Background: an optimization exercise with open tools, aiming at small area, a short achievable clock period and few clock cycles. Do not read the settings as production practice. RTL that was checked went through simulation tests only; none was proved equivalent to the original. No functional check of the RTL was part of runs 1 and 3 to 6. Power is estimated from default activity; no workload was simulated.

<file path="flow/design.v">
`timescale 1ns/10ps
module JAM (
    input CLK,
    input RST,
    output reg [2:0] W,
    output reg [2:0] J,
    input [6:0] Cost,
    output reg [3:0] MatchCount,
    output reg [9:0] MinCost,
    output reg Valid );
localparam S_SCAN = 2'd0;
localparam S_WAIT = 2'd1;
localparam S_SRCH = 2'd2;
localparam S_DONE = 2'd3;
reg [1:0] state;
reg [6:0] u  [0:7];
reg [6:0] v  [0:7];
reg [2:0] ra [0:7];          
reg [6:0] s2 [0:7];          
reg       c8;                
reg       p1v;
reg [2:0] p1w;
reg [3:0] p1j;
reg [6:0] cm;                
reg [6:0] vlast;             
reg       bv;
reg [6:0] badd;
reg [9:0] base;
reg       donescan;
reg       x0go;
reg [9:0] X  [0:7];          
reg [2:0] js [0:6];          
reg [7:0] vb;                
reg       hfp;               
reg [2:0] hfd;
reg       hfr;
reg [7:0] used;              
reg       cvld;              
reg       cdone;             
reg       ev;
reg [2:0] ed, ec;
reg [7:0] eu;
reg [9:0] eK;                
reg [7:0] eT;                
reg       eneg;              
reg [7:0] eT2;               
reg       eneg2;
reg [2:0] efc;               
reg       efra;              
function [7:0] gtm;          
    input [2:0] a;
    gtm = 8'hfe << a;
endfunction
function [7:0] ltm;          
    input [2:0] a;
    ltm = ~(8'hff << a);
endfunction
function [2:0] pe;           
    input [7:0] x;
    integer k;
    begin
        pe = 3'd0;
        for (k = 7; k >= 0; k = k - 1)
            if (x[k]) pe = k[2:0];
    end
endfunction
function [3:0] cnext;        
    input [7:0] mk;
    input [2:0] a;
    reg   [7:0] hi;
    begin
        hi = mk & gtm(a);
        cnext = {|mk, pe((|hi) ? hi : mk)};
    end
endfunction
function [7:0] between;
    input [2:0] a;
    input [2:0] s;
    between = (a < s) ? (gtm(a) & ltm(s)) : (gtm(a) | ltm(s));
endfunction
function [12:0] add12;
    input [11:0] a;
    input [11:0] b;
    input        cin;
    add12 = {1'b0, a} + {1'b0, b} + {12'd0, cin};
endfunction
function [23:0] csa;
    input [11:0] a;
    input [11:0] b;
    input [11:0] c;
    reg   [11:0] cy;
    begin
        cy = (a & b) | (a & c) | (b & c);
        csa = {a ^ b ^ c, cy[10:0], 1'b0};
    end
endfunction
function [9:0] sel10;
    input [79:0] x;
    input [2:0]  k;
    input [2:0]  o;
    integer n;
    begin
        sel10 = 10'd0;
        for (n = 0; n < 8; n = n + 1)
            sel10 = sel10 | ({10{k == n}} & x[((n + o) & 7) * 10 +: 10]);
    end
endfunction
wire [79:0] raf, uf, vf, s2f, Xf, jsf;
wire [7:0]  vbr;             
genvar gi;
generate
    for (gi = 0; gi < 8; gi = gi + 1) begin : g_flat
        assign raf[gi*10 +: 10] = {7'd0, ra[gi]};
        assign uf[gi*10 +: 10]  = {3'd0, u[gi]};
        assign vf[gi*10 +: 10]  = {3'd0, v[gi]};
        assign s2f[gi*10 +: 10] = {3'd0, s2[gi]};
        assign Xf[gi*10 +: 10]  = X[gi];
        assign jsf[gi*10 +: 10] = (gi == 7) ? 10'd0 : {7'd0, js[gi]};
        assign vbr[gi] = (gi == 0) ? 1'b0 : vb[(gi + 7) & 7];
    end
endgenerate
wire [2:0]  W1  = W + 3'd1;
wire [9:0]  xw  = sel10(Xf, W, 3'd0);
wire [6:0]  vj  = sel10(vf, J, 3'd0);
wire [6:0]  uw  = sel10(uf, W, 3'd0);
wire [6:0]  u1  = (W == 3'd7) ? 7'd0 : sel10(uf, W, 3'd1);
wire [6:0]  s21 = sel10(s2f, W, 3'd1);
wire [2:0]  ra1 = sel10(raf, W, 3'd1);
wire [11:0] xwn = {2'b11, ~xw};
wire [11:0] bst = {2'b00, MinCost};
wire [23:0] tq  = csa(bst, xwn, {5'd0, vj});
wire [12:0] Ts  = add12(tq[23:12], {tq[11:1], 1'b1}, 1'b0);
wire [11:0] T   = Ts[11:0];
wire [23:0] t2q = csa(tq[23:12], tq[11:0], {5'h1f, ~s21});
wire [12:0] T2s = add12(t2q[23:12], {t2q[11:1], 1'b1}, 1'b1);
wire [11:0] T2  = T2s[11:0];
wire [23:0] kq  = csa({2'b00, xw}, {5'h1f, ~vj}, {5'h1f, ~u1});
wire [12:0] Ks  = add12(kq[23:12], {kq[11:1], 1'b1}, 1'b1);
wire [9:0]  K   = Ks[9:0];
wire [23:0] fq  = csa({2'b00, xw}, {5'd0, uw}, {5'h1f, ~u1});
wire [12:0] Kfs = add12(fq[23:12], {fq[11:1], 1'b1}, 1'b0);
wire [9:0]  Kf  = Kfs[9:0];
wire [23:0] zq  = csa({2'b00, xw}, {5'd0, uw}, {5'd0, s21});
wire [23:0] zq2 = csa(zq[23:12], zq[11:0], ~bst);
wire [12:0] Zs  = add12(zq2[23:12], zq2[11:0], 1'b0);
wire        hfok = Zs[11];
wire [7:0]  uc  = used | (8'd1 << J);
wire [7:0]  fhi = ~uc & ~ltm(ra1);
wire        fcra = ~uc[ra1];
wire [2:0]  fc  = pe((|fhi) ? fhi : ~uc);
wire [2:0] raw = sel10(raf, W, 3'd0);
wire       cfirst = cvld && J == raw && W != 3'd7;
wire       cfree  = cfirst;
wire [3:0] nA  = cnext(~used & between(J, raw), J);
wire       vbW = (hfp && hfd == W) ? hfr : vb[W];
wire       okA = nA[3] && vbW;
wire [2:0] Wm  = W - 3'd1;
wire [2:0] jp  = sel10(jsf, W, 3'd7);
wire [2:0] ram = sel10(raf, W, 3'd7);
wire [7:0] uB  = used & ~(8'd1 << jp);
wire [3:0] nB  = cnext(~uB & between(jp, ram), jp);
wire       okB = nB[3] && vbr[W];
wire [12:0] cmpd = add12({4'd0, eT}, {5'h1f, ~Cost}, 1'b1);     
wire [12:0] cmp2 = add12({4'd0, eT2}, {5'h1f, ~Cost}, 1'b1);    
wire       le    = !cmpd[11];
wire       lt    = !cmpd[11] && (cmpd[10:0] != 11'd0);
wire       cv    = !eneg2 && !cmp2[11];
wire       acc   = ev && !eneg && le;
wire       leaf  = (ed == 3'd7);
wire       redir = acc && !leaf && (efra || cv);
wire [12:0] sums = add12({2'b00, eK}, {5'd0, Cost}, 1'b0);
wire [9:0] sum   = sums[9:0];
wire [6:0] cmin  = (p1w == 3'd0 || Cost < cm) ? Cost : cm;
wire       r1v   = p1v && p1j != 4'd0;
wire [2:0] r1w   = p1w;
wire [2:0] r1j   = p1j[2:0] - 3'd1;
wire [6:0] rx    = X[7][6:0] - vlast;            
wire [6:0] ru    = u[r1w];
wire [6:0] rs    = s2[r1w];
wire [7:0] rd    = {1'b0, rx} - {1'b0, ru};      
wire       rlt   = rd[7];
wire       rfirst = (r1j == 3'd0);
wire [6:0] nu    = (rfirst || rlt) ? rx : ru;
wire [6:0] ns2   = rfirst ? 7'd127 : rlt ? (ru - rx) : (rd[6:0] < rs ? rd[6:0] : rs);
always @(posedge CLK or posedge RST) begin
    if (RST) begin
        state <= S_SCAN;
        c8 <= 1'b0;
        W <= 3'd0;
        J <= 3'd0;
        Valid <= 1'b0;
        p1v <= 1'b0;
        bv <= 1'b0;
        donescan <= 1'b0;
        x0go <= 1'b0;
        cvld <= 1'b0;
        cdone <= 1'b0;
    end else begin
        p1v <= (state == S_SCAN);
        bv <= r1v && r1j == 3'd7;
        donescan <= bv && r1w == 3'd0;       
        x0go <= donescan;
        case (state)
        S_SCAN: begin
            {c8, J, W} <= {c8, J, W} + 7'd1;
            if (c8 && W == 3'd7) state <= S_WAIT;
        end
        S_WAIT: begin
            if (x0go) begin
                state <= S_SRCH;
                W <= 3'd0;
                J <= ra[0];
                cvld <= 1'b1;
                cdone <= 1'b0;
            end
        end
        S_SRCH: begin
            if (redir) begin
                W <= ed + 3'd1;
                J <= efc;
                cvld <= 1'b1;
                cdone <= 1'b0;
            end else if (cfree) begin
                W <= W1;
                J <= fc;
                cvld <= 1'b1;
            end else if (cdone) begin
                state <= S_DONE;
                Valid <= 1'b1;
            end else if (okA) begin
                J <= nA[2:0];
                cvld <= 1'b1;
            end else if (W == 3'd0) begin
                cdone <= 1'b1;
                cvld <= 1'b0;
            end else if (okB) begin
                W <= Wm;
                J <= nB[2:0];
                cvld <= 1'b1;
            end else begin
                W <= Wm;
                J <= jp;
                cvld <= 1'b0;
            end
        end
        default: ;
        endcase
    end
end
integer i;
always @(posedge CLK) begin
    p1w <= W;
    p1j <= {c8, J};
    if (state == S_SCAN || state == S_WAIT) begin
        X[0] <= {3'd0, Cost};
        for (i = 1; i < 8; i = i + 1) X[i] <= X[i - 1];
    end
    if (p1v && p1j != 4'd8) begin
        cm <= cmin;
        if (p1w == 3'd7) begin
            v[p1j[2:0]] <= cmin;
            vlast <= cmin;
        end
    end
    if (r1v) begin
        u[r1w] <= nu;
        s2[r1w] <= ns2;
        if (rfirst || rlt) ra[r1w] <= r1j;
    end
    badd <= nu;
    if (state == S_SCAN && p1v && p1w == 3'd0 && p1j == 4'd0)
        base <= 10'd0;
    else if (p1v && p1j != 4'd8 && p1w == 3'd7)
        base <= base + cmin;
    else if (bv)
        base <= base + badd;
    if (x0go)
        X[0] <= base - u[0];
    ev <= cvld && state == S_SRCH && !redir && !cfirst;
    ed <= W;
    ec <= J;
    eu <= used;
    eK <= K;
    eneg <= T[11];
    eT <= (T[10:8] != 3'd0) ? 8'hff : T[7:0];
    eneg2 <= T2[11];
    eT2 <= (T2[10:8] != 3'd0) ? 8'hff : T2[7:0];
    efc <= fc;
    efra <= fcra;
    hfp <= cfree && !redir && state == S_SRCH;
    hfd <= W1;
    hfr <= hfok;
    if (hfp) vb[hfd] <= hfr;
    if (state == S_SCAN || state == S_WAIT) begin
        MinCost <= 10'h3ff;
        used <= 8'd0;
        vb <= 8'h01;
    end
    if (state == S_SRCH) begin
        if (acc && leaf) begin
            if (lt) begin
                MinCost <= sum;
                MatchCount <= 4'd1;
            end else begin
                MatchCount <= MatchCount + 4'd1;
            end
        end
        if (redir) begin
            js[ed] <= ec;
            X[ed + 3'd1] <= sum;
            vb[ed + 3'd1] <= cv;
            used <= eu | (8'd1 << ec);
        end else if (cfree) begin
            js[W] <= J;
            X[W1] <= Kf;
            used <= uc;
        end else if (!cdone && !okA && W != 3'd0) begin
            used <= uB;
        end
    end
end
endmodule
</file>
<file path="flow/run.sh">
#!/bin/bash
# synth_recipe.tcl (not shown) runs the flow's synth.tcl, then flattens the netlist and writes it again
# the make line also repeats each setting of config.mk as NAME=value (left out here)
make -C /OpenROAD-flow-scripts/flow DESIGN_CONFIG=/design/flow/config.mk WORK_HOME=/design/flow/orfs CLKGATE_MAP_FILE= SYNTH_SCRIPT=/design/flow/synth_recipe.tcl finish
</file>
<file path="flow/config.mk">
export PLATFORM = sky130hd
export DESIGN_NAME = JAM
export DESIGN_NICKNAME = JAM
export VERILOG_FILES = /design/flow/design.v
export SDC_FILE = /design/flow/constraint.sdc
export NUM_CORES = 4
export LEC_CHECK = 0
export CAP_MARGIN = 20
export CORE_MARGIN = 2
export CORE_UTILIZATION = 65
export SETUP_SLACK_MARGIN = 1.0
export SLEW_MARGIN = 20
</file>
<file path="flow/constraint.sdc">
create_clock -name core_clock -period 6.0 [get_ports {CLK}]
set_input_delay 1.2000 -clock core_clock [delete_from_list [all_inputs] [get_ports {CLK}]]
set_output_delay 1.2000 -clock core_clock [all_outputs]
set_load 0.01 [all_outputs]
</file>
==> results of run 1 <==
==> final timing paths <==
kind                          end     start  slack (ns)
setup / recovery           eT2[2]      W[0]        0.77
hold / removal               x0go  donescan        0.35
setup reg to reg           eT2[2]      W[0]        0.77
hold reg to reg              x0go  donescan        0.35
max in group asynchronous    W[1]       RST        4.38
min in group asynchronous    J[0]       RST        1.12
==> metal layers <==
metal | vias to the layer above | global-route usage [%]
met5 | - | 0
met4 | 0 | 22.0
met3 | 344 | 7.40
met2 | 1521 | 63.3
met1 | 10503 | 52.9
li1 | 9399 | -
==> Yosys cell counts (31+ instances only) <==
master,number
a22oi_1,31
nor3_1,44
mux2i_1,62
nor2_1,155
ha_1,146
nor2b_1,38
a21o_1,41
inv_1,197
edfxtp_1,311
a222oi_1,79
a21oi_1,128
nand3_1,38
fa_1,54
nand2b_1,34
xnor2_1,51
nand2_1,179
mux2_2,94
clkbuf_1,63
o21ai_0,107
dfxtp_1,96
==> report_power, final <==
part	internal (mW)	total, mW	switching [mW]
Combinational	0.554	1.36	0.805
Clock	1.61	2.83	1.22
Sequential	3.32	3.44	0.122
==> cells by family (layout without fill, tap and decap cells) <==
group	count (synthesis)	in the layout	share of synthesized area (%)
AOI/OAI and AO/OA	644	644	18.2
and+or+nand+nor	585	585	10.6
DFF	423	423	44.5
buffers and inverters	321	495	4.93
adders and majority gates	206	206	11.3
muxes	176	176	8.03
xor gates and xnor gates	74	74	2.47
==> layout make-up <==
cell class              count  area [um^2]  area share, %
clock inverters            27          279          0.918
multi-input cells        1685        13900           45.8
clock buffers              55         1200           3.96
well taps                 525          657           2.16
flip-flops and latches    423        11700           38.4
inverters                 202          771           2.54
repair buffers            211         1910           6.28
==> stage by stage <==
step	cells	cell area (um^2)	worst slack, ns
final	3128	30400	0.770
after global routing	3128	30400	0.670
after CTS	3077	29600	0.914
after detailed placement	2958	27500	0.384
after global placement	2958	27500	0.454
after floorplan	2429	26500	0.440
==> state kept, by name, indices dropped and copies added (netlist names), 10 cells and up <==
name     cells
js          21
eK          10
u           56
v           56
base        10
ra          24
X           80
MinCost     10
s2          56
==> timing repair <==
action	4_1_cts	5_1_grt
setup buffers	36	49
pin swaps	24	62
endpoints found under the setup margin	260	275
cloned	1	1
gates resized for setup	41	114
==> worst max-delay path: cells and delay by family (launching register included) <==
family | cells | cell delay, ns
flip-flops | 1 | 0.49
AO/OA/AOI/OAI | 7 | 1.41
AND/OR/NAND/NOR | 6 | 0.83
XOR/XNOR | 1 | 0.17
adder cells (fa/ha/maj) | 5 | 1.47
buffers and inverters | 6 | 0.75
==> impl_metrics.toml, run 1 <==
[clocking]
cts_tree = "done"
cts.sinks = 423
cts_hold_buf = 0
clkTransAtPathRegs_ns = 0.06
cts_buffers = 44
ctsHtreeMaxLevel = 2
clk_path_buf_depth = 3
ctsRootBufferMaster = "clkbuf_16"
clock_latency_ns = 0.59

[worst_hold_path]
hold-path-cell-count = 0
hp-class = "flip-flop to flip-flop"

[route]
post_drt_wl_per_cell_um = 27.3
drtIter0Drc = 3206
wl_met1_mm = 31.6
ant_nets = 0
wirelength_mm = 85.5
route.met2.wl_mm = 39.0
highest_layer = "met4"
post-route-drc-count = 0
firstDrtPassIters = 9
avgViaCountPerCell = 6.96
route.met3.wl_mm = 9.28
dr_total_vias = 21767

[critical_path]
critPathKind = "flip-flop to flip-flop"
cp-end-kind = "flip-flop"
cp-start-kind = "flip-flop"
worstPathRequired_ns = 6.48
rr_worst_depth = 25
cp_max_fo = 7
cpMaxStageDelayCell = "dfrtp_2"
max_stage_delay_ns = 0.49
cp.arrival_ns = 5.71

[logic_synthesis]
synthCells = 2429
ys_types = 103
synth-edff-count = 311
syn_nets = 2638
synth_top_area_share_pct = 35.6
yosysWarnings = 1
ys_ff_latch = 423
async_flop_share_pct = 3.78
syn_area_mm2 = 0.0262
postSynthAreaPerCell_um2 = 10.8
synth-seq-area-share_pct = 44.5
ys.flop_type = "edfxtp_1"
yosysTopAreaCell = "edfxtp_1"
synthTopCellsByArea = "edfxtp_1, dfxtp_1, ha_1"

[timing]
hold_slack_ns = 0.350
setup_viol = 0
finalHoldViolCount = 0
fmax_mhz = 191
report.final.slew_viol_count = 0
fin_tns_setup_ns = 0
tightest_slew_ns = 1.15
post-route-period-util_pct = 87.2
slew_headroom_pct = 22.3
min_period_ns = 5.23
rsz0062_at_grt = "true"
clock_skew_ns = 0.0216

[pwr]
power.density_mw_per_mm2 = 251
p_leak_nw = 12.0
vdd_drop_max_mv = 0.344
finalPower_mw = 7.63

[place]
gp_congestion = 0.995
dpl.hpwl_mm = 58.9
port_buffers = 29

[global_routing]
grt_pass1_vias = 20941
grtUsageTotal_pct = 40.2
grt_first_pass_wirelength_mm = 126
grt_max_degree = 71
grt_remaining_overflow = 0
antenna_found_initial = 0

[floorplan]
row_count = 73
core_area_mm2 = 0.0397
dieHeight_um = 205
die_w_um = 205
initial_core_util_pct = 66.0
ios = 30
die_area_mm2 = 0.0419

[layout]
nFillCells = 2580
final_common_cell = "edfxtp_1"
num_antenna_cells = 0
layout-drive-gt1-share_pct = 21.6
most-common-layout-cells = "edfxtp_1, inv_1, nand2_1"
area_delta_synth_final_pct = 16.0
final_nets = 2776
final_util_pct = 76.5

[run]
cap_violations = 0

[outcome]
status = "timing/DRC/antenna clean"
==> run 2: changes to the inputs <==
--- a/flow/design.v
+++ b/flow/design.v
@@ -16,7 +16,6 @@
 reg [6:0] u  [0:7];
 reg [6:0] v  [0:7];
 reg [2:0] ra [0:7];          
-reg [6:0] s2 [0:7];          
 reg       c8;                
 reg       p1v;
 reg [2:0] p1w;
@@ -30,10 +29,6 @@
 reg       x0go;
 reg [9:0] X  [0:7];          
 reg [2:0] js [0:6];          
-reg [7:0] vb;                
-reg       hfp;               
-reg [2:0] hfd;
-reg       hfr;
 reg [7:0] used;              
 reg       cvld;              
 reg       cdone;             
@@ -43,10 +38,7 @@
 reg [9:0] eK;                
 reg [7:0] eT;                
 reg       eneg;              
-reg [7:0] eT2;               
-reg       eneg2;
 reg [2:0] efc;               
-reg       efra;              
 function [7:0] gtm;          
     input [2:0] a;
     gtm = 8'hfe << a;
@@ -105,18 +97,15 @@
             sel10 = sel10 | ({10{k == n}} & x[((n + o) & 7) * 10 +: 10]);
     end
 endfunction
-wire [79:0] raf, uf, vf, s2f, Xf, jsf;
-wire [7:0]  vbr;             
+wire [79:0] raf, uf, vf, Xf, jsf;
 genvar gi;
 generate
     for (gi = 0; gi < 8; gi = gi + 1) begin : g_flat
         assign raf[gi*10 +: 10] = {7'd0, ra[gi]};
         assign uf[gi*10 +: 10]  = {3'd0, u[gi]};
         assign vf[gi*10 +: 10]  = {3'd0, v[gi]};
-        assign s2f[gi*10 +: 10] = {3'd0, s2[gi]};
         assign Xf[gi*10 +: 10]  = X[gi];
         assign jsf[gi*10 +: 10] = (gi == 7) ? 10'd0 : {7'd0, js[gi]};
-        assign vbr[gi] = (gi == 0) ? 1'b0 : vb[(gi + 7) & 7];
     end
 endgenerate
 wire [2:0]  W1  = W + 3'd1;
@@ -124,50 +113,38 @@
 wire [6:0]  vj  = sel10(vf, J, 3'd0);
 wire [6:0]  uw  = sel10(uf, W, 3'd0);
 wire [6:0]  u1  = (W == 3'd7) ? 7'd0 : sel10(uf, W, 3'd1);
-wire [6:0]  s21 = sel10(s2f, W, 3'd1);
 wire [2:0]  ra1 = sel10(raf, W, 3'd1);
 wire [11:0] xwn = {2'b11, ~xw};
 wire [11:0] bst = {2'b00, MinCost};
 wire [23:0] tq  = csa(bst, xwn, {5'd0, vj});
 wire [12:0] Ts  = add12(tq[23:12], {tq[11:1], 1'b1}, 1'b0);
 wire [11:0] T   = Ts[11:0];
-wire [23:0] t2q = csa(tq[23:12], tq[11:0], {5'h1f, ~s21});
-wire [12:0] T2s = add12(t2q[23:12], {t2q[11:1], 1'b1}, 1'b1);
-wire [11:0] T2  = T2s[11:0];
 wire [23:0] kq  = csa({2'b00, xw}, {5'h1f, ~vj}, {5'h1f, ~u1});
 wire [12:0] Ks  = add12(kq[23:12], {kq[11:1], 1'b1}, 1'b1);
 wire [9:0]  K   = Ks[9:0];
 wire [23:0] fq  = csa({2'b00, xw}, {5'd0, uw}, {5'h1f, ~u1});
 wire [12:0] Kfs = add12(fq[23:12], {fq[11:1], 1'b1}, 1'b0);
 wire [9:0]  Kf  = Kfs[9:0];
-wire [23:0] zq  = csa({2'b00, xw}, {5'd0, uw}, {5'd0, s21});
-wire [23:0] zq2 = csa(zq[23:12], zq[11:0], ~bst);
-wire [12:0] Zs  = add12(zq2[23:12], zq2[11:0], 1'b0);
-wire        hfok = Zs[11];
 wire [7:0]  uc  = used | (8'd1 << J);
 wire [7:0]  fhi = ~uc & ~ltm(ra1);
-wire        fcra = ~uc[ra1];
 wire [2:0]  fc  = pe((|fhi) ? fhi : ~uc);
 wire [2:0] raw = sel10(raf, W, 3'd0);
 wire       cfirst = cvld && J == raw && W != 3'd7;
 wire       cfree  = cfirst;
 wire [3:0] nA  = cnext(~used & between(J, raw), J);
-wire       vbW = (hfp && hfd == W) ? hfr : vb[W];
-wire       okA = nA[3] && vbW;
+wire       okA = nA[3];
 wire [2:0] Wm  = W - 3'd1;
 wire [2:0] jp  = sel10(jsf, W, 3'd7);
 wire [2:0] ram = sel10(raf, W, 3'd7);
 wire [7:0] uB  = used & ~(8'd1 << jp);
 wire [3:0] nB  = cnext(~uB & between(jp, ram), jp);
-wire       okB = nB[3] && vbr[W];
+wire       okB = nB[3];
 wire [12:0] cmpd = add12({4'd0, eT}, {5'h1f, ~Cost}, 1'b1);     
-wire [12:0] cmp2 = add12({4'd0, eT2}, {5'h1f, ~Cost}, 1'b1);    
 wire       le    = !cmpd[11];
 wire       lt    = !cmpd[11] && (cmpd[10:0] != 11'd0);
-wire       cv    = !eneg2 && !cmp2[11];
 wire       acc   = ev && !eneg && le;
 wire       leaf  = (ed == 3'd7);
-wire       redir = acc && !leaf && (efra || cv);
+wire       redir = acc && !leaf;
 wire [12:0] sums = add12({2'b00, eK}, {5'd0, Cost}, 1'b0);
 wire [9:0] sum   = sums[9:0];
 wire [6:0] cmin  = (p1w == 3'd0 || Cost < cm) ? Cost : cm;
@@ -176,12 +153,10 @@
 wire [2:0] r1j   = p1j[2:0] - 3'd1;
 wire [6:0] rx    = X[7][6:0] - vlast;            
 wire [6:0] ru    = u[r1w];
-wire [6:0] rs    = s2[r1w];
 wire [7:0] rd    = {1'b0, rx} - {1'b0, ru};      
 wire       rlt   = rd[7];
 wire       rfirst = (r1j == 3'd0);
 wire [6:0] nu    = (rfirst || rlt) ? rx : ru;
-wire [6:0] ns2   = rfirst ? 7'd127 : rlt ? (ru - rx) : (rd[6:0] < rs ? rd[6:0] : rs);
 always @(posedge CLK or posedge RST) begin
     if (RST) begin
         state <= S_SCAN;
@@ -264,7 +239,6 @@
     end
     if (r1v) begin
         u[r1w] <= nu;
-        s2[r1w] <= ns2;
         if (rfirst || rlt) ra[r1w] <= r1j;
     end
     badd <= nu;
@@ -283,18 +257,10 @@
     eK <= K;
     eneg <= T[11];
     eT <= (T[10:8] != 3'd0) ? 8'hff : T[7:0];
-    eneg2 <= T2[11];
-    eT2 <= (T2[10:8] != 3'd0) ? 8'hff : T2[7:0];
     efc <= fc;
-    efra <= fcra;
-    hfp <= cfree && !redir && state == S_SRCH;
-    hfd <= W1;
-    hfr <= hfok;
-    if (hfp) vb[hfd] <= hfr;
     if (state == S_SCAN || state == S_WAIT) begin
         MinCost <= 10'h3ff;
         used <= 8'd0;
-        vb <= 8'h01;
     end
     if (state == S_SRCH) begin
         if (acc && leaf) begin
@@ -308,7 +274,6 @@
         if (redir) begin
             js[ed] <= ec;
             X[ed + 3'd1] <= sum;
-            vb[ed + 3'd1] <= cv;
             used <= eu | (8'd1 << ec);
         end else if (cfree) begin
             js[W] <= J;
==> impl_metrics.toml, run 2 <==
[outcome]
status = "timing/DRC/antenna clean"

[global_routing]
use_met3_pct = 6.37
grt_max_degree = 39
grt_first_pass_wirelength_mm = 94.5
busiest_layer = "met1"
met1_usage_pct = 56.4
antenna_found_initial = 0
grtUsageTotal_pct = 37.2
grt.met2_usage_pct = 55.2
grt_remaining_overflow = 0
grt_pass1_vias = 15949

[route]
avgViaCountPerCell = 6.97
firstDrtPassIters = 8
wirelength_mm = 63.2
drtIter0Drc = 2911
post-route-drc-count = 0
dr_total_vias = 17006
ant_nets = 0
post_drt_wl_per_cell_um = 25.9

[logic_synthesis]
yosysTopAreaCell = "edfxtp_1"
synth_most_common_cell = "edfxtp_1"
syn_area_mm2 = 0.0209
ys.flop_type = "edfxtp_1"
postSynthAreaPerCell_um2 = 10.7
synthTopCellsByArea = "edfxtp_1, dfxtp_1, ha_1"
synth-seq-area-share_pct = 45.6
synth-edff-count = 255
syn_nets = 2089
synthCells = 1951
ys_ff_latch = 344
yosysWarnings = 1
synth_common_cells = "edfxtp_1, inv_1, nand2_1"
ys_types = 88
async_flop_share_pct = 4.65
synth_top_area_share_pct = 36.7

[clocking]
cts_tree = "done"
cts.sinks = 344
cts_hold_buf = 0
ctsHtreeMaxLevel = 2
clkTransAtPathRegs_ns = 0.06
clock_latency_ns = 0.54
ctsRootBufferMaster = "clkbuf_16"
clk_path_buf_depth = 3
cts_buffers = 38

[layout]
nFillCells = 2163
ff_latch_area_mm2 = 0.00953
multi_input_area_mm2 = 0.0107
final_nets = 2146
top_register = "X"
area_delta_synth_final_pct = 12.9
most-common-layout-cells = "edfxtp_1, nand2_1, inv_1"
num_antenna_cells = 0
layout-drive-gt1-share_pct = 17.9
final_common_cell = "edfxtp_1"
largest_reg_flops = 80

[timing]
fmax_mhz = 203
slew_headroom_pct = 22.0
report.final.slew_viol_count = 0
tightest_slew_ns = 1.17
post-route-period-util_pct = 82.0
worst_slack_ns = 1.08
fin_tns_setup_ns = 0
rsz0062_at_grt = "true"
hold_slack_ns = 0.373
min_period_ns = 4.92
clock_skew_ns = 0.0199
setup_viol = 0
finalHoldViolCount = 0

[critical_path]
worstReg2RegStart = "W[1]"
cp-start-kind = "flip-flop"
cp.arrival_ns = 5.21
crit_chain = "clkinvlp_4, buf_4, ha_4, buf_4, a222oi_1, mux2i_1, a221o_1, inv_1, fa_1, inv_1, fa_1, a21o_1, a21oi_2, o21ai_0, a21oi_1, o21ai_0, a21oi_1, xnor2_1, nor2_1, a21oi_4, mux2_2"
worstPathRequired_ns = 6.29
reg2reg_slack_ns = 1.08
max_stage_delay_ns = 0.46
critPathKind = "flip-flop to flip-flop"
cp-end-kind = "flip-flop"
cp_max_fo = 8
cpMaxStageDelayCell = "fa_1"
crit_path_start = "W[1]"

[pwr]
vdd_drop_max_mv = 0.395
p_leak_nw = 9.38
swShare_pct = 22.8
combPwrFrac_pct = 7.5
p_int_mw = 4.15
power.density_mw_per_mm2 = 228
p_seq_share_pct = 48.6
clkPwrFrac_pct = 44.0
p_switching_mw = 1.23

[floorplan]
dieHeight_um = 183
die_w_um = 183
die_area_mm2 = 0.0336
core_area_mm2 = 0.0316
row_count = 65
ios = 30
initial_core_util_pct = 66.2

[worst_hold_path]
hp-class = "flip-flop to flip-flop"
min-delay-start = "donescan"

[place]
dpl.hpwl_mm = 45.0
post-place-ws_ns = 0.220
port_buffers = 29
gp_congestion = 0.977

[run]
cap_violations = 0
run 2: cell types whose count changed in the layout (fill, tap and decap cells not counted), moves of 21 or more:
cell      previous run  this run
buf_4              156        81
edfxtp_1           311       255
fa_1                50        29
ha_1               131        93
inv_1              182       140
nand2_1            168       143
nor2_1             152       124
run 2: logic make-up after synthesis:
| kind of cell | count (synthesis) | share of synthesized area [%] |
|---|---|---|
| AOI/OAI and AO/OA | 522 | 18.2 |
| xor gates and xnor gates | 54 | 2.27 |
| adders and majority gates | 129 | 8.81 |
| buffers and inverters | 252 | 4.82 |
| DFF | 344 | 45.6 |
| muxes | 169 | 9.34 |
| and+or+nand+nor | 481 | 10.9 |
run 2: routing by layer:
| layer | share of wire, % | wire length [um] | up-vias |
|---|---|---|---|
| met5 | 0 | 0 | - |
| met1 | 42 | 26300 | 8257 |
| met2 | 43 | 27300 | 1127 |
| met4 | 3.2 | 2030 | 0 |
| li1 | - | - | 7480 |
| met3 | 12 | 7620 | 142 |
run 2: final timing paths:
path	to	cells past startpoint
min in group asynchronous	donescan	2
max in group asynchronous	J[2]	2
min	x0go	0
max reg2reg	X[3][8]	21
max	X[3][8]	21
min reg2reg	x0go	0
run 2: worst max-delay path: cells and delay by family (launching register included):
| kind | cells | cell delay (ns) |
|---|---|---|
| compound gates | 9 | 1.84 |
| xor+xnor | 1 | 0.08 |
| fa+ha+maj | 3 | 0.89 |
| buf+inv | 5 | 0.81 |
| flops | 1 | 0.43 |
| mux | 2 | 0.43 |
| simple gates | 1 | 0.18 |
run 2: area by class of cell:
class / count / share of cell area (%)
clock inverters: 20 / 0.838
well taps: 402 / 2.13
repair buffers: 121 / 4.41
clock buffers: 49 / 4.48
multi-input cells: 1355 / 45.3
flip-flops and latches: 344 / 40.4
inverters: 148 / 2.40
run 2: repair_timing:
item | 4_1_cts | 5_1_grt
setup buffers | 4 | 18
gates resized for setup | 21 | 61
setup endpoints to repair | 128 | 126
pin swaps | 2 | 17
run 2: through the flow:
step	std cells	area [um^2]	power, mW	utilization, %
6_report	2439	23600	5.38	74.7
5_1_grt	2439	23600	5.51	74.7
4_1_cts	2421	23200	5.36	73.5
3_5_place_dp	2348	21800	3.03	69.1
3_3_place_gp	2348	21800	3.01	69.1
2_1_floorplan	1951	20900	2.90	-
run 2: power by group through the flow:
stage,clock [mW],sequential (mW),combinational (mW)
after detailed placement,0,2.66,0.365
after CTS,2.37,2.61,0.378
after floorplan,0,2.65,0.253
after global routing,2.45,2.61,0.436
after global placement,0,2.66,0.351
final,2.37,2.61,0.403
Testbench counts of run 2, summed over its fixed seeds: cycles 6,208.
==> run 3: changes to the inputs <==
--- a/flow/design.v
+++ b/flow/design.v
@@ -27,7 +27,7 @@
 reg [9:0] base;
 reg       donescan;
 reg       x0go;
-reg [9:0] X  [0:7];          
+reg [9:0] P  [0:7];          
 reg [2:0] js [0:6];          
 reg [7:0] used;              
 reg       cvld;              
@@ -35,9 +35,9 @@
 reg       ev;
 reg [2:0] ed, ec;
 reg [7:0] eu;
-reg [9:0] eK;                
-reg [7:0] eT;                
-reg       eneg;              
+reg [9:0] ePU;               
+reg [8:0] eR;                
+reg [6:0] evj;               
 reg [2:0] efc;               
 function [7:0] gtm;          
     input [2:0] a;
@@ -97,34 +97,28 @@
             sel10 = sel10 | ({10{k == n}} & x[((n + o) & 7) * 10 +: 10]);
     end
 endfunction
-wire [79:0] raf, uf, vf, Xf, jsf;
+wire [79:0] raf, uf, vf, Pf, jsf;
 genvar gi;
 generate
     for (gi = 0; gi < 8; gi = gi + 1) begin : g_flat
         assign raf[gi*10 +: 10] = {7'd0, ra[gi]};
         assign uf[gi*10 +: 10]  = {3'd0, u[gi]};
         assign vf[gi*10 +: 10]  = {3'd0, v[gi]};
-        assign Xf[gi*10 +: 10]  = X[gi];
+        assign Pf[gi*10 +: 10]  = P[gi];
         assign jsf[gi*10 +: 10] = (gi == 7) ? 10'd0 : {7'd0, js[gi]};
     end
 endgenerate
 wire [2:0]  W1  = W + 3'd1;
-wire [9:0]  xw  = sel10(Xf, W, 3'd0);
+wire [9:0]  pw  = sel10(Pf, W, 3'd0);
 wire [6:0]  vj  = sel10(vf, J, 3'd0);
 wire [6:0]  uw  = sel10(uf, W, 3'd0);
-wire [6:0]  u1  = (W == 3'd7) ? 7'd0 : sel10(uf, W, 3'd1);
 wire [2:0]  ra1 = sel10(raf, W, 3'd1);
-wire [11:0] xwn = {2'b11, ~xw};
 wire [11:0] bst = {2'b00, MinCost};
-wire [23:0] tq  = csa(bst, xwn, {5'd0, vj});
-wire [12:0] Ts  = add12(tq[23:12], {tq[11:1], 1'b1}, 1'b0);
-wire [11:0] T   = Ts[11:0];
-wire [23:0] kq  = csa({2'b00, xw}, {5'h1f, ~vj}, {5'h1f, ~u1});
-wire [12:0] Ks  = add12(kq[23:12], {kq[11:1], 1'b1}, 1'b1);
-wire [9:0]  K   = Ks[9:0];
-wire [23:0] fq  = csa({2'b00, xw}, {5'd0, uw}, {5'h1f, ~u1});
-wire [12:0] Kfs = add12(fq[23:12], {fq[11:1], 1'b1}, 1'b0);
-wire [9:0]  Kf  = Kfs[9:0];
+wire [12:0] PUs = add12({2'b00, pw}, {5'h1f, ~uw}, 1'b1);
+wire [9:0]  PU  = PUs[9:0];
+wire [23:0] rq  = csa(bst, {2'b11, ~pw}, {5'd0, uw});
+wire [12:0] Rs  = add12(rq[23:12], {rq[11:1], 1'b1}, 1'b0);
+wire [11:0] R   = Rs[11:0];
 wire [7:0]  uc  = used | (8'd1 << J);
 wire [7:0]  fhi = ~uc & ~ltm(ra1);
 wire [2:0]  fc  = pe((|fhi) ? fhi : ~uc);
@@ -139,19 +133,19 @@
 wire [7:0] uB  = used & ~(8'd1 << jp);
 wire [3:0] nB  = cnext(~uB & between(jp, ram), jp);
 wire       okB = nB[3];
-wire [12:0] cmpd = add12({4'd0, eT}, {5'h1f, ~Cost}, 1'b1);     
-wire       le    = !cmpd[11];
-wire       lt    = !cmpd[11] && (cmpd[10:0] != 11'd0);
-wire       acc   = ev && !eneg && le;
+wire [8:0] CV    = {2'b00, Cost} - {2'b00, evj};
+wire [9:0] cmpd  = {eR[8], eR} - {CV[8], CV};    
+wire       le    = !cmpd[9];
+wire       lt    = !cmpd[9] && (cmpd[8:0] != 9'd0);
+wire       acc   = ev && le;
 wire       leaf  = (ed == 3'd7);
 wire       redir = acc && !leaf;
-wire [12:0] sums = add12({2'b00, eK}, {5'd0, Cost}, 1'b0);
-wire [9:0] sum   = sums[9:0];
+wire [9:0] sum   = ePU + {CV[8], CV};         
 wire [6:0] cmin  = (p1w == 3'd0 || Cost < cm) ? Cost : cm;
 wire       r1v   = p1v && p1j != 4'd0;
 wire [2:0] r1w   = p1w;
 wire [2:0] r1j   = p1j[2:0] - 3'd1;
-wire [6:0] rx    = X[7][6:0] - vlast;            
+wire [6:0] rx    = P[7][6:0] - vlast;            
 wire [6:0] ru    = u[r1w];
 wire [7:0] rd    = {1'b0, rx} - {1'b0, ru};      
 wire       rlt   = rd[7];
@@ -227,8 +221,8 @@
     p1w <= W;
     p1j <= {c8, J};
     if (state == S_SCAN || state == S_WAIT) begin
-        X[0] <= {3'd0, Cost};
-        for (i = 1; i < 8; i = i + 1) X[i] <= X[i - 1];
+        P[0] <= {3'd0, Cost};
+        for (i = 1; i < 8; i = i + 1) P[i] <= P[i - 1];
     end
     if (p1v && p1j != 4'd8) begin
         cm <= cmin;
@@ -249,14 +243,14 @@
     else if (bv)
         base <= base + badd;
     if (x0go)
-        X[0] <= base - u[0];
+        P[0] <= base;
     ev <= cvld && state == S_SRCH && !redir && !cfirst;
     ed <= W;
     ec <= J;
     eu <= used;
-    eK <= K;
-    eneg <= T[11];
-    eT <= (T[10:8] != 3'd0) ? 8'hff : T[7:0];
+    ePU <= PU;
+    eR <= (R[11] && R[10:8] != 3'b111) ? 9'h100 : (!R[11] && R[10:8] != 3'd0) ? 9'h0ff : R[8:0];
+    evj <= vj;
     efc <= fc;
     if (state == S_SCAN || state == S_WAIT) begin
         MinCost <= 10'h3ff;
@@ -273,11 +267,11 @@
         end
         if (redir) begin
             js[ed] <= ec;
-            X[ed + 3'd1] <= sum;
+            P[ed + 3'd1] <= sum;
             used <= eu | (8'd1 << ec);
         end else if (cfree) begin
             js[W] <= J;
-            X[W1] <= Kf;
+            P[W1] <= pw;
             used <= uc;
         end else if (!cdone && !okA && W != 3'd0) begin
             used <= uB;
==> impl_metrics.toml, run 3 <==
[global_routing]
grt_pass1_vias = 15295
grt_first_pass_wirelength_mm = 90.0
grt_max_degree = 37
antenna_found_initial = 1
grt_remaining_overflow = 0
grtUsageTotal_pct = 35.9

[timing]
rsz0062_at_grt = "true"
tightest_slew_ns = 1.04
hold_slack_ns = 0.352
setup_viol = 0
slew_headroom_pct = 28.6
post-route-period-util_pct = 83.7
fmax_mhz = 199
report.final.slew_viol_count = 0
clock_skew_ns = 0.0224
min_period_ns = 5.02
finalHoldViolCount = 0

[floorplan]
initial_core_util_pct = 65.9
core_area_mm2 = 0.0305
die_area_mm2 = 0.0324
ios = 30
row_count = 64
dieHeight_um = 180
die_w_um = 180

[layout]
most-common-layout-cells = "edfxtp_1, nand2_1, nor2_1"
layout-drive-gt1-share_pct = 22.1
final_common_cell = "edfxtp_1"
final_nets = 2066
stdcell_area_mm2 = 0.0235
nFillCells = 1923
final_util_pct = 76.9
largest_reg_flops = 80
area_delta_synth_final_pct = 16.6
top_register = "P"

[clocking]
cts_buffers = 37
cts.sinks = 351
cts_hold_buf = 0
cts_tree = "done"
ctsHtreeMaxLevel = 2
clkTransAtPathRegs_ns = 0.06
clk_path_buf_depth = 3
clock_latency_ns = 0.53
ctsRootBufferMaster = "clkbuf_16"

[critical_path]
cp.arrival_ns = 5.30
critPathKind = "input pin to flip-flop"
max_stage_delay_ns = 0.58
cp-end-kind = "flip-flop"
worstPathRequired_ns = 6.28
crit_chain = "clkdlybuf4s50_1, ha_1, o21ai_2, nand2b_1, xor2_2, inv_2, ha_4, or3_1, o21ai_2, a211oi_2, or2_4, a21oi_4, nand2_4, o31ai_4, nor2b_4, clkbuf_16, mux2_2"
cpMostUsedCell = "o21ai_2"
cpMaxStageDelayCell = "clkdlybuf4s50_1"
cp-start-kind = "input pin"
cp_max_fo = 5

[place]
gp_congestion = 0.904
dpl_cell_area_mm2 = 0.0213
port_buffers = 29
dpl.hpwl_mm = 42.2

[pwr]
power.density_mw_per_mm2 = 228
combPwrFrac_pct = 9.2
p_int_mw = 4.06
vdd_drop_max_mv = 0.269
swShare_pct = 24.1
p_seq_share_pct = 49.6
finalPower_mw = 5.35
p_leak_nw = 9.40
clkPwrFrac_pct = 41.2
p_switching_mw = 1.29

[logic_synthesis]
async_flop_share_pct = 4.56
yosysTopAreaCell = "edfxtp_1"
postSynthAreaPerCell_um2 = 11.0
synth_common_cells = "edfxtp_1, nand2_1, nor2_1"
synth-edff-count = 255
synth-seq-area-share_pct = 48.0
ys_types = 98
syn_area_mm2 = 0.0201
ys_ff_latch = 351
synth_most_common_cell = "edfxtp_1"
ys.flop_type = "edfxtp_1"
synthTopCellsByArea = "edfxtp_1, dfxtp_1, ha_1"
synthCells = 1832
yosysWarnings = 1
synth_top_area_share_pct = 38.1
syn_nets = 1957

[route]
avgViaCountPerCell = 6.87
wirelength_mm = 60.2
drtIter0Drc = 2250
firstDrtPassIters = 8
post_drt_wl_per_cell_um = 25.5
post-route-drc-count = 0
ant_nets = 0
dr_total_vias = 16250

[worst_hold_path]
hp-class = "flip-flop to flip-flop"

[run]
cap_violations = 0

[outcome]
status = "timing/DRC/antenna clean"
## run 3: critical path, delay by kind of cell
kind            cells  cell delay (ns)
fa+ha+maj           2             0.72
xor+xnor            1             0.20
compound gates      5             0.79
buf+inv             3             0.82
mux                 1             0.32
simple gates        5             1.25
## run 3: repair_timing
action,CTS,global route
pin swaps,19,54
gates resized for setup,60,83
setup endpoints to repair,246,245
buffers inserted,21,27
cloned,1,2
## run 3: per-stage QoR
step	setup TNS, ns	setup slack, ns	cells
after global routing	0	0.874	2363
after floorplan	0	1.00	1832
after CTS	0	1.00	2334
final	0	0.979	2364
after detailed placement	-4.85	-0.143	2247
after global placement	0	0.0471	2247
## run 3: cell families after synthesis
logic type / after synthesis / synth area share (%)
and+or+nand+nor: 458 / 10.9
AOI/OAI and AO/OA: 486 / 17.4
muxes: 153 / 9.21
DFF: 351 / 48.0
buffers and inverters: 215 / 4.37
xor gates and xnor gates: 51 / 2.22
adders and majority gates: 118 / 7.87
## run 3: path summary, 6_finish.rpt
check	startpoint	endpoint	slack, ns	cells after the start
worst min register to register	donescan	x0go	0.35	0
worst min-delay path	donescan	x0go	0.35	0
worst max register to register	W[0]	eR[3]	1.02	22
min in group asynchronous	RST	p1v	1.12	2
worst max-delay path	Cost[4]	P[4][9]	0.98	17
max in group asynchronous	RST	W[1]	4.33	2
## run 3: power groups by stage
stage	Sequential, mW	Clock [mW]	Combinational (mW)
after detailed placement	2.70	0	0.417
after floorplan	2.70	0	0.274
final	2.65	2.21	0.492
after global routing	2.66	2.30	0.530
after CTS	2.65	2.21	0.441
after global placement	2.70	0	0.404
## run 3: per-layer routing
metal  part of all wire [%]  wire length [um]  up-vias  track usage [%]
li1                       -                 -     7144                -
met1                     39             23500     7848             50.0
met4                    3.7              2220        0             11.5
met3                     12              7100      168             7.80
met5                      0                 0        -                0
met2                     45             27400     1090             56.6
## run 3: final cells by class
class	instances	area (um^2)	area share (%)
multi-input cells	1267	10200	43.3
well taps	396	495	2.11
clock buffers	49	1040	4.45
flip-flops and latches	351	9660	41.2
clock inverters	16	108	0.459
inverters	122	462	1.97
repair buffers	162	1520	6.49
diodes	1	2.50	0.0107
==> run 4: changes to the inputs <==
--- a/flow/design.v
+++ b/flow/design.v
@@ -23,6 +23,8 @@
 reg [6:0] cm;                
 reg [6:0] vlast;             
 reg       bv;
+reg       vav;               
+reg [6:0] vadd;
 reg [6:0] badd;
 reg [9:0] base;
 reg       donescan;
@@ -160,6 +162,7 @@
         Valid <= 1'b0;
         p1v <= 1'b0;
         bv <= 1'b0;
+        vav <= 1'b0;
         donescan <= 1'b0;
         x0go <= 1'b0;
         cvld <= 1'b0;
@@ -167,6 +170,7 @@
     end else begin
         p1v <= (state == S_SCAN);
         bv <= r1v && r1j == 3'd7;
+        vav <= p1v && p1j != 4'd8 && p1w == 3'd7;
         donescan <= bv && r1w == 3'd0;       
         x0go <= donescan;
         case (state)
@@ -236,12 +240,11 @@
         if (rfirst || rlt) ra[r1w] <= r1j;
     end
     badd <= nu;
+    vadd <= cmin;
     if (state == S_SCAN && p1v && p1w == 3'd0 && p1j == 4'd0)
         base <= 10'd0;
-    else if (p1v && p1j != 4'd8 && p1w == 3'd7)
-        base <= base + cmin;
-    else if (bv)
-        base <= base + badd;
+    else if (vav || bv)
+        base <= base + (vav ? vadd : 7'd0) + (bv ? badd : 7'd0);
     if (x0go)
         P[0] <= base;
     ev <= cvld && state == S_SRCH && !redir && !cfirst;
@@ -265,9 +268,11 @@
                 MatchCount <= MatchCount + 4'd1;
             end
         end
-        if (redir) begin
+        if (ev && !leaf) begin
             js[ed] <= ec;
             P[ed + 3'd1] <= sum;
+        end
+        if (redir) begin
             used <= eu | (8'd1 << ec);
         end else if (cfree) begin
             js[W] <= J;
==> impl_metrics.toml, run 4 <==
[global_routing]
grtUsageTotal_pct = 38.7
grt_remaining_overflow = 0
grt_first_pass_wirelength_mm = 98.5
grt_max_degree = 37
grt_pass1_vias = 16770
antenna_found_initial = 1

[clocking]
clkTransAtPathRegs_ns = 0.06
ctsRootBufferMaster = "clkbuf_16"
cts_hold_buf = 0
cts.sinks = 359
clk_path_buf_depth = 3
clock_latency_ns = 0.57
cts_buffers = 39
ctsHtreeMaxLevel = 2
cts_tree = "done"

[pwr]
p_seq_share_pct = 49.6
p_switching_mw = 1.24
clkPwrFrac_pct = 45.4
combPwrFrac_pct = 5.0
power.density_mw_per_mm2 = 223
swShare_pct = 23.2
vdd_drop_max_mv = 0.292
p_leak_nw = 9.36
p_int_mw = 4.09

[worst_hold_path]
hp-class = "flip-flop to flip-flop"
hold-path-cell-count = 0

[layout]
layout-drive-gt1-share_pct = 15.5
num_antenna_cells = 0
nFillCells = 2114
final_nets = 2242
final_common_cell = "edfxtp_1"
area_delta_synth_final_pct = 14.6
largest_reg_flops = 80
top_register = "P"
most-common-layout-cells = "edfxtp_1, nand2_1, nor2_1"

[timing]
min_period_ns = 5.04
report.final.slew_viol_count = 0
fmax_mhz = 198
rsz0062_at_grt = "true"
clock_skew_ns = 0.0354
tightest_slew_ns = 1.08
fin_tns_setup_ns = 0
post-route-period-util_pct = 84.0
worst_slack_ns = 0.962
setup_viol = 0
slew_headroom_pct = 28.1
finalHoldViolCount = 0

[logic_synthesis]
synthXorXnorAreaFrac_pct = 2.16
ys_ff_latch = 359
synthCells = 2031
syn_area_mm2 = 0.0209
synthMuxAreaShare_pct = 5.56
synth_adder_area_share_pct = 8.26
synth-edff-count = 255
ys.flop_type = "edfxtp_1"
synth-seq-area-share_pct = 47.0
yosys.area_share.simple_pct = 12.6
yosysTopAreaCell = "edfxtp_1"
synth_top_family_by_area = "compound AO/OA/AOI/OAI gates"
synth_most_common_cell = "edfxtp_1"
yosysWarnings = 1
synth_common_cells = "edfxtp_1, nand2_1, nor2_1"
syn_nets = 2163
synthTopCellsByArea = "edfxtp_1, dfxtp_1, ha_1"
async_flop_share_pct = 4.74
synth_compound_area_share_pct = 19.9
ys_types = 102
postSynthAreaPerCell_um2 = 10.3
synth_top_area_share_pct = 36.7

[critical_path]
cp-end-kind = "flip-flop"
worstPathRequired_ns = 6.45
rr_worst_depth = 20
critPathKind = "flip-flop to flip-flop"
cp.arrival_ns = 5.49
reg2reg_slack_ns = 0.96
cp-start-kind = "flip-flop"
cp_max_fo = 15

[floorplan]
row_count = 65
initial_core_util_pct = 66.0
die_area_mm2 = 0.0336
die_w_um = 183
core_area_mm2 = 0.0316
ios = 30
dieHeight_um = 183

[route]
firstDrtPassIters = 10
post-route-drc-count = 0
drtIter0Drc = 3017
route.met2.wl_mm = 30.0
wl_met1_mm = 25.2
highest_layer = "met5"
route.met3.wl_mm = 8.68
ant_nets = 0
avgViaCountPerCell = 7.07
wirelength_mm = 67.1
post_drt_wl_per_cell_um = 26.4
dr_total_vias = 17968

[run]
cap_violations = 0

[outcome]
status = "timing/DRC/antenna clean"

[place]
dpl.hpwl_mm = 46.4
post-place-ws_ns = 0.173
port_buffers = 29
gp_congestion = 0.973
-- run 4: through the flow --
| step | hold WS [ns] | power (mW) | instances | utilization [%] | instance area (um^2) |
|---|---|---|---|---|---|
| finish | 0.385 | 5.32 | 2542 | 75.6 | 23900 |
| global route | 0.386 | 5.42 | 2542 | 75.6 | 23900 |
| CTS | 0.378 | 5.29 | 2502 | 73.9 | 23400 |
| detailed placement | 0.364 | 2.94 | 2421 | 69.4 | 22000 |
| global placement | 0.338 | 2.93 | 2421 | 69.4 | 22000 |
| floorplan | 0.329 | 2.83 | 2031 | - | 21100 |
-- run 4: area by class of cell --
cell class              instances  area, um^2  area share [%]
clock buffers                  50        1020            4.25
multi-input cells            1437       10500            43.8
clock inverters                21         250            1.05
flip-flops and latches        359        9830            41.1
inverters                     113         443            1.85
well taps                     402         503            2.10
repair buffers                160        1410            5.87
-- run 4: per-layer routing --
| metal | up-vias | global-route usage (%) |
|---|---|---|
| met5 | - | 0 |
| met2 | 1384 | 59.3 |
| li1 | 7779 | - |
| met3 | 239 | 8.08 |
| met4 | 2 | 16.9 |
| met1 | 8564 | 53.6 |
-- run 4: worst max-delay path: stages (launching register included) --
cell        delay [ns]
dfrtp_2           0.39
clkinvlp_4        0.21
ha_4              0.29
buf_12            0.16
a222oi_1          0.43
mux2i_1           0.15
a221o_1           0.38
fa_2              0.63
ha_4              0.21
a21o_1            0.16
a21oi_2           0.18
o21bai_1          0.11
a21oi_2           0.17
o21bai_1          0.12
a21oi_2           0.20
o21bai_1          0.11
a21oi_2           0.26
xor2_2            0.16
o31ai_4           0.37
buf_6             0.19
a21oi_2           0.06
-- run 4: logic make-up (layout without fill, tap and decap cells) --
group,count (synthesis),in the layout
compound gates,610,610
simple gates,557,557
flops,359,359
buf+inv,235,344
fa+ha+maj,125,125
mux,95,95
xor+xnor,50,50
-- run 4: worst paths after layout --
| kind | start | endpoint |
|---|---|---|
| worst max register to register | W[1] | eR[5] |
| worst min-delay path | donescan | x0go |
| min in group asynchronous | RST | bv |
| worst max-delay path | W[1] | eR[5] |
| max in group asynchronous | RST | W[1] |
| worst min register to register | donescan | x0go |
-- run 4: power by group through the flow --
stage / Sequential (mW) / Clock (mW) / Combinational (mW)
global route: 2.64 / 2.50 / 0.277
CTS: 2.64 / 2.41 / 0.243
floorplan: 2.69 / 0 / 0.141
global placement: 2.70 / 0 / 0.236
detailed placement: 2.70 / 0 / 0.241
finish: 2.64 / 2.42 / 0.264
-- run 4: what timing repair did --
item	CTS	global route
setup endpoints to repair	149	190
setup buffers	10	39
gates cloned	0	1
pin swaps	8	50
resized for setup	11	54
==> run 5: changes to the inputs <==
--- a/flow/design.v
+++ b/flow/design.v
@@ -34,6 +34,8 @@
 reg [7:0] used;              
 reg       cvld;              
 reg       cdone;             
+reg [2:0] rW, rWm;           
+reg [2:0] jWm;               
 reg       ev;
 reg [2:0] ed, ec;
 reg [7:0] eu;
@@ -41,6 +43,7 @@
 reg [8:0] eR;                
 reg [6:0] evj;               
 reg [2:0] efc;               
+reg [2:0] er0, er1;          
 function [7:0] gtm;          
     input [2:0] a;
     gtm = 8'hfe << a;
@@ -124,14 +127,16 @@
 wire [7:0]  uc  = used | (8'd1 << J);
 wire [7:0]  fhi = ~uc & ~ltm(ra1);
 wire [2:0]  fc  = pe((|fhi) ? fhi : ~uc);
-wire [2:0] raw = sel10(raf, W, 3'd0);
+wire [2:0] raw = rW;
 wire       cfirst = cvld && J == raw && W != 3'd7;
 wire       cfree  = cfirst;
 wire [3:0] nA  = cnext(~used & between(J, raw), J);
 wire       okA = nA[3];
 wire [2:0] Wm  = W - 3'd1;
-wire [2:0] jp  = sel10(jsf, W, 3'd7);
-wire [2:0] ram = sel10(raf, W, 3'd7);
+wire [2:0] jp  = jWm;
+wire [2:0] ram = rWm;
+wire [2:0] ra2 = sel10(raf, W, 3'd6);   
+wire [2:0] jp2 = sel10(jsf, W, 3'd6);   
 wire [7:0] uB  = used & ~(8'd1 << jp);
 wire [3:0] nB  = cnext(~uB & between(jp, ram), jp);
 wire       okB = nB[3];
@@ -255,6 +260,23 @@
     eR <= (R[11] && R[10:8] != 3'b111) ? 9'h100 : (!R[11] && R[10:8] != 3'd0) ? 9'h0ff : R[8:0];
     evj <= vj;
     efc <= fc;
+    er0 <= rW;
+    er1 <= ra1;
+    if (state != S_SRCH) begin
+        rW <= ra[0];
+    end else if (redir) begin
+        rW <= er1;
+        rWm <= er0;
+        jWm <= ec;
+    end else if (cfree) begin
+        rW <= ra1;
+        rWm <= rW;
+        jWm <= J;
+    end else if (!cdone && !okA && W != 3'd0) begin
+        rW <= rWm;
+        rWm <= ra2;
+        jWm <= jp2;
+    end
     if (state == S_SCAN || state == S_WAIT) begin
         MinCost <= 10'h3ff;
         used <= 8'd0;
==> impl_metrics.toml, run 5 <==
[outcome]
status = "timing/DRC/antenna clean"

[timing]
worst_slack_ns = 1.13
report.final.slew_viol_count = 0
setup_viol = 0
slew_headroom_pct = 27.3
rsz0062_at_grt = "false"
clock_skew_ns = 0.0223
finalHoldViolCount = 0
post-route-period-util_pct = 81.2
fmax_mhz = 205
min_period_ns = 4.87
tightest_slew_ns = 1.09
fin_tns_setup_ns = 0

[pwr]
power.density_mw_per_mm2 = 226
combPwrFrac_pct = 3.8
p_leak_nw = 9.32
vdd_drop_max_mv = 0.295
p_switching_mw = 1.21
p_int_mw = 4.26
p_seq_share_pct = 50.2
swShare_pct = 22.0
clkPwrFrac_pct = 46.0

[critical_path]
critPathKind = "input pin to flip-flop"
cp.arrival_ns = 5.14
worstReg2RegStart = "W[0]"
cp-start-kind = "input pin"
worstPathRequired_ns = 6.28
crit_path_start = "Cost[2]"
cp_max_fo = 10
cp-end-kind = "flip-flop"

[layout]
final_common_cell = "edfxtp_1"
area_delta_synth_final_pct = 12.8
largest_reg_flops = 80
nFillCells = 2257
multi_input_area_mm2 = 0.0105
ff_latch_area_mm2 = 0.0102
num_antenna_cells = 0
final_nets = 2260
most-common-layout-cells = "edfxtp_1, nand2_1, o21ai_0"
top_register = "P"
layout-drive-gt1-share_pct = 12.3

[logic_synthesis]
ys.flop_type = "edfxtp_1"
synth_most_common_cell = "edfxtp_1"
synth-seq-area-share_pct = 47.7
syn_area_mm2 = 0.0214
synth-edff-count = 264
synth_top_area_share_pct = 37.0
ys_types = 100
ys_ff_latch = 374
syn_nets = 2219
yosysTopAreaCell = "edfxtp_1"
synthTopCellsByArea = "edfxtp_1, dfxtp_1, ha_1"
synth_common_cells = "edfxtp_1, nand2_1, o21ai_0"
async_flop_share_pct = 4.55
yosysWarnings = 1
synthCells = 2085
postSynthAreaPerCell_um2 = 10.3

[run]
cap_violations = 0

[clocking]
cts_buffers = 40
clock_latency_ns = 0.56
clk_path_buf_depth = 3
clkTransAtPathRegs_ns = 0.06
ctsRootBufferMaster = "clkbuf_16"
cts_tree = "done"
ctsHtreeMaxLevel = 2
cts_hold_buf = 0
cts.sinks = 374

[global_routing]
grtUsageTotal_pct = 38.3
grt_first_pass_wirelength_mm = 98.8
grt_max_degree = 39
grt_remaining_overflow = 0
grt_pass1_vias = 16687
antenna_found_initial = 0

[floorplan]
dieHeight_um = 185
initial_core_util_pct = 65.9
die_w_um = 185
row_count = 66
ios = 30
die_area_mm2 = 0.0344
core_area_mm2 = 0.0325

[route]
post-route-drc-count = 0
drtIter0Drc = 2914
post_drt_wl_per_cell_um = 25.5
firstDrtPassIters = 13
ant_nets = 0
avgViaCountPerCell = 6.88
wirelength_mm = 66.3
dr_total_vias = 17871

[place]
dpl.hpwl_mm = 45.1
gp_congestion = 0.957
port_buffers = 29
post-place-ws_ns = 0.139

[worst_hold_path]
hp-class = "flip-flop to flip-flop"
min-delay-start = "donescan"
## run 5: critical path: stages
cell             delay, ns
clkdlybuf4s50_1       0.65
ha_4                  0.26
o21ai_0               0.10
a21boi_1              0.13
o21ai_1               0.24
a21oi_1               0.11
buf_4                 0.18
ha_1                  0.32
nand2b_1              0.19
and2_1                0.18
and4b_1               0.23
a31o_2                0.26
nor2_1                0.16
nand3_1               0.11
buf_6                 0.22
nor3_2                0.19
nand3b_1              0.23
buf_12                0.17
## run 5: final timing paths
| kind | endpoint | slack [ns] | cells after the start |
|---|---|---|---|
| worst max-delay path | P[5][4] | 1.13 | 18 |
| worst min-delay path | x0go | 0.35 | 0 |
| worst max register to register | eR[0] | 1.18 | 19 |
| worst min register to register | x0go | 0.35 | 0 |
| max in group asynchronous | W[0] | 4.26 | 2 |
| min in group asynchronous | vav | 1.13 | 2 |
## run 5: layout make-up
class                   instances  area share, %
multi-input cells            1472           43.5
flip-flops and latches        374           42.3
repair buffers                120           4.58
clock buffers                  48           4.40
well taps                     442           2.29
inverters                     118           1.89
clock inverters                24           1.06
## run 5: what timing repair did
| item | CTS | global route |
|---|---|---|
| buffers inserted | 11 | 9 |
| endpoints found under the setup margin | 233 | 245 |
| pin swaps | 2 | 16 |
| cloned | 1 | 1 |
| resized for setup | 21 | 40 |
## run 5: cells by family (layout without fill, tap and decap cells)
family / Yosys count / after routing / synth area share [%]
XOR/XNOR: 46 / 46 / 1.88
adder cells (fa/ha/maj): 127 / 127 / 8.17
multiplexers: 93 / 93 / 4.99
flip-flops: 374 / 374 / 47.7
AND/OR/NAND/NOR: 557 / 557 / 11.9
AO/OA/AOI/OAI: 649 / 649 / 20.9
buffers and inverters: 239 / 310 / 4.38
## run 5: per-layer routing
| metal | share of wire, % | track usage (%) | vias to the layer above |
|---|---|---|---|
| li1 | - | - | 7927 |
| met1 | 40 | 55.6 | 8498 |
| met2 | 43 | 56.3 | 1280 |
| met3 | 13 | 8.20 | 166 |
| met4 | 3.8 | 15.0 | 0 |
| met5 | 0 | 0 | - |
## run 5: power by group through the flow
stage	Combinational (mW)	Clock, mW	Sequential (mW)
floorplan	0.104	0	2.80
global placement	0.190	0	2.80
CTS	0.197	2.51	2.74
detailed placement	0.193	0	2.80
global route	0.218	2.61	2.74
finish	0.210	2.52	2.74
## run 5: per-stage QoR
stage	std cells	util (%)	hold WS (ns)	power, mW	area [um^2]
floorplan	2085	-	0.329	2.90	21400
global placement	2504	68.8	0.337	2.99	22300
detailed placement	2504	68.8	0.337	2.99	22300
CTS	2588	73.6	0.351	5.45	23900
global route	2598	74.4	0.355	5.57	24200
finish	2598	74.4	0.353	5.47	24200
==> run 6: changes to the inputs <==
--- a/flow/design.v
+++ b/flow/design.v
@@ -294,11 +294,13 @@
             js[ed] <= ec;
             P[ed + 3'd1] <= sum;
         end
+        if (cfree) begin
+            js[W] <= J;
+            P[W1] <= pw;
+        end
         if (redir) begin
             used <= eu | (8'd1 << ec);
         end else if (cfree) begin
-            js[W] <= J;
-            P[W1] <= pw;
             used <= uc;
         end else if (!cdone && !okA && W != 3'd0) begin
             used <= uB;
==> impl_metrics.toml, run 6 <==
[outcome]
status = "timing/DRC/antenna clean"

[clocking]
clkTransAtPathRegs_ns = 0.06
cts_buffers = 41
ctsRootBufferMaster = "clkbuf_16"
cts_hold_buf = 0
clock_latency_ns = 0.55
cts.sinks = 374
ctsHtreeMaxLevel = 2
cts_tree = "done"
clk_path_buf_depth = 3

[layout]
most-common-layout-cells = "edfxtp_1, nand2_1, nor2_1"
final_common_cell = "edfxtp_1"
stdcell_area_mm2 = 0.0240
top_register = "P"
layout-drive-gt1-share_pct = 13.5
ff_latch_area_mm2 = 0.0102
nFillCells = 2289
area_delta_synth_final_pct = 13.0
multi_input_area_mm2 = 0.0103
final_nets = 2242
num_antenna_cells = 0
largest_reg_flops = 80

[critical_path]
cpMaxStageDelayCell = "fa_1"
worstReg2RegStart = "W[1]"
critPathKind = "flip-flop to flip-flop"
critPathBufInv = 5
endpoint = "eR[6]"
crit_path_start = "W[1]"
r2r-end = "eR[6]"
cp.arrival_ns = 5.57
reg2reg_slack_ns = 0.90
cp.depth = 21
crit_family = "compound AO/OA/AOI/OAI gates"
cp_max_fo = 8
worstPathRequired_ns = 6.46
max_stage_delay_ns = 0.56
cp-end-kind = "flip-flop"
rr_worst_depth = 21
crit_chain = "clkinvlp_4, ha_4, a222oi_1, nand2_1, a222oi_1, buf_4, clkinvlp_4, fa_1, inv_2, ha_4, a21o_1, a21oi_2, o21bai_1, a21oi_2, o21ai_2, a21o_1, a21oi_4, o31a_1, buf_6, a31oi_4, o21a_1"
cp-start-kind = "flip-flop"

[logic_synthesis]
synth_top_area_share_pct = 37.3
synthCells = 2061
syn_nets = 2195
ys.flop_type = "edfxtp_1"
yosysTopAreaCell = "edfxtp_1"
postSynthAreaPerCell_um2 = 10.3
synth-seq-area-share_pct = 48.1
synth_compound_area_share_pct = 19.3
synth_most_common_cell = "edfxtp_1"
yosysWarnings = 1
synthTopCellsByArea = "edfxtp_1, dfxtp_1, ha_1"
syn_area_mm2 = 0.0213
synthXorXnorAreaFrac_pct = 2.02
yosys.area_share.simple_pct = 12.9
synthMuxAreaShare_pct = 5.16
ys_ff_latch = 374
synth-edff-count = 264
synth_common_cells = "edfxtp_1, nand2_1, nor2_1"
async_flop_share_pct = 4.55
synth_top_family_by_area = "compound AO/OA/AOI/OAI gates"
synth_adder_area_share_pct = 8.28
ys_types = 101

[timing]
post-route-period-util_pct = 85.1
slew_headroom_pct = 26.6
clock_skew_ns = 0.0288
fin_tns_setup_ns = 0
setup_viol = 0
rsz0062_at_grt = "true"
tightest_slew_ns = 1.09
finalHoldViolCount = 0
report.final.slew_viol_count = 0
fmax_mhz = 196
min_period_ns = 5.10

[run]
cap_violations = 0

[pwr]
vdd_drop_max_mv = 0.317
power.density_mw_per_mm2 = 245
p_leak_nw = 9.33
finalPower_mw = 5.88

[route]
drtIter0Drc = 2412
wirelength_mm = 65.4
firstDrtPassIters = 7
dr_total_vias = 17631
avgViaCountPerCell = 6.83
post-route-drc-count = 0
post_drt_wl_per_cell_um = 25.3
ant_nets = 0

[place]
port_buffers = 29
gp_congestion = 1.02
dpl.hpwl_mm = 45.3
dpl_cell_area_mm2 = 0.0221

[global_routing]
grt_remaining_overflow = 0
grt_max_degree = 52
grt_first_pass_wirelength_mm = 97.2
grt_pass1_vias = 16382
grtUsageTotal_pct = 37.9
antenna_found_initial = 1

[floorplan]
die_w_um = 185
die_area_mm2 = 0.0342
dieHeight_um = 185
core_area_mm2 = 0.0324
ios = 30
initial_core_util_pct = 65.7
row_count = 66

[worst_hold_path]
hp-class = "flip-flop to flip-flop"
run 6: how the worst min path moves through the flow:
stage / start / end / slack [ns] / cells past startpoint
final: donescan / x0go / 0.35 / 0
after global routing: donescan / x0go / 0.37 / 0
after CTS: donescan / x0go / 0.36 / 0
after detailed placement: donescan / x0go / 0.34 / 0
after global placement: donescan / x0go / 0.33 / 0
after floorplan: used[2] / eu[2] / 0.33 / 0
run 6: layout make-up:
cell class	instances	area share (%)
Tap cell	442	2.30
Sequential cell	374	42.6
Multi-Input combinational cell	1452	43.1
Timing Repair Buffer	123	4.38
Clock inverter	25	1.21
Inverter	116	1.87
Clock buffer	51	4.61
run 6: power breakdown:
part	switching (mW)	internal, mW
Sequential	0.0215	2.80
Clock	1.07	1.58
Combinational	0.264	0.155
Total	1.35	4.53
run 6: repair_timing:
item                       CTS  global route
setup endpoints to repair   28            45
pin swaps                   13            28
buffers inserted            15            19
gates resized for setup     20            30
run 6: kinds of logic after synthesis:
kind of cell / after synthesis
buffers and inverters: 235
DFF: 374
muxes: 93
AOI/OAI and AO/OA: 592
xor gates and xnor gates: 49
and+or+nand+nor: 590
adders and majority gates: 128
run 6: metrics by stage:
step / cells / utilization, % / hold WS (ns) / setup slack [ns]
global placement: 2471 / 68.4 / 0.335 / 0.275
CTS: 2563 / 73.3 / 0.355 / 1.04
floorplan: 2061 / - / 0.329 / 1.01
global route: 2583 / 74.2 / 0.367 / 0.893
finish: 2583 / 74.2 / 0.351 / 0.896
detailed placement: 2472 / 68.4 / 0.339 / 0.149
run 6: worst reg2reg max path, stage by stage (launching register included):
cell        delay [ns]
dfrtp_1           0.40
clkinvlp_4        0.18
ha_4              0.23
a222oi_1          0.46
nand2_1           0.13
a222oi_1          0.44
buf_4             0.21
clkinvlp_4        0.17
fa_1              0.57
inv_2             0.07
ha_4              0.26
a21o_1            0.12
a21oi_2           0.07
o21bai_1          0.20
a21oi_2           0.10
o21ai_2           0.15
a21o_1            0.18
a21oi_4           0.08
o31a_1            0.36
buf_6             0.15
a31oi_4           0.29
o21a_1            0.19
run 6: per-layer routing:
layer | GRT usage [%] | vias to the layer above | wire, um
met2 | 58.2 | 1202 | 29400
met5 | 0 | - | 10
met3 | 7.49 | 186 | 8090
met4 | 14.1 | 2 | 2480
li1 | - | 7774 | -
met1 | 53.7 | 8467 | 25400

==> re-timing with driven ports <==
The flow's constraints put no driver on any port. The routed layouts listed below were extracted and timed again, unchanged, in two steps. Step 1 assumes that a clkbuf_16 drives the clock port and a buf_2 every other input. Step 2 adds t to the input delays and takes it off the output delays; t is the mean of the earliest and latest rising clock arrival at the registers after step 1. Input paths then give back, and output paths get back, about the clock's delay inside the block. Three values: no drivers, after step 1, after step 2; two values: the first two.
run | t, ns | slack for setup (ns) | latest minus earliest clock arrival (ns)
run 1 | 0.638 | 0.770 / 0.770 / 0.563 | 0.023 / 0.022
run 2 | 0.585 | 1.080 / 1.080 / 0.546 | 0.020 / 0.020
run 3 | 0.577 | 0.979 / 1.012 / 0.435 | 0.023 / 0.023
run 4 | 0.605 | 0.962 / 0.962 / 0.563 | 0.038 / 0.037
run 5 | 0.609 | 1.131 / 1.165 / 0.556 | 0.022 / 0.022
run 6 | 0.595 | 0.896 / 0.896 / 0.527 | 0.029 / 0.029
After both steps every run listed still meets setup and hold. For run 5, which loses most, drivers alone change the setup slack by +0.034 ns; drivers and shift together by -0.575 ns.
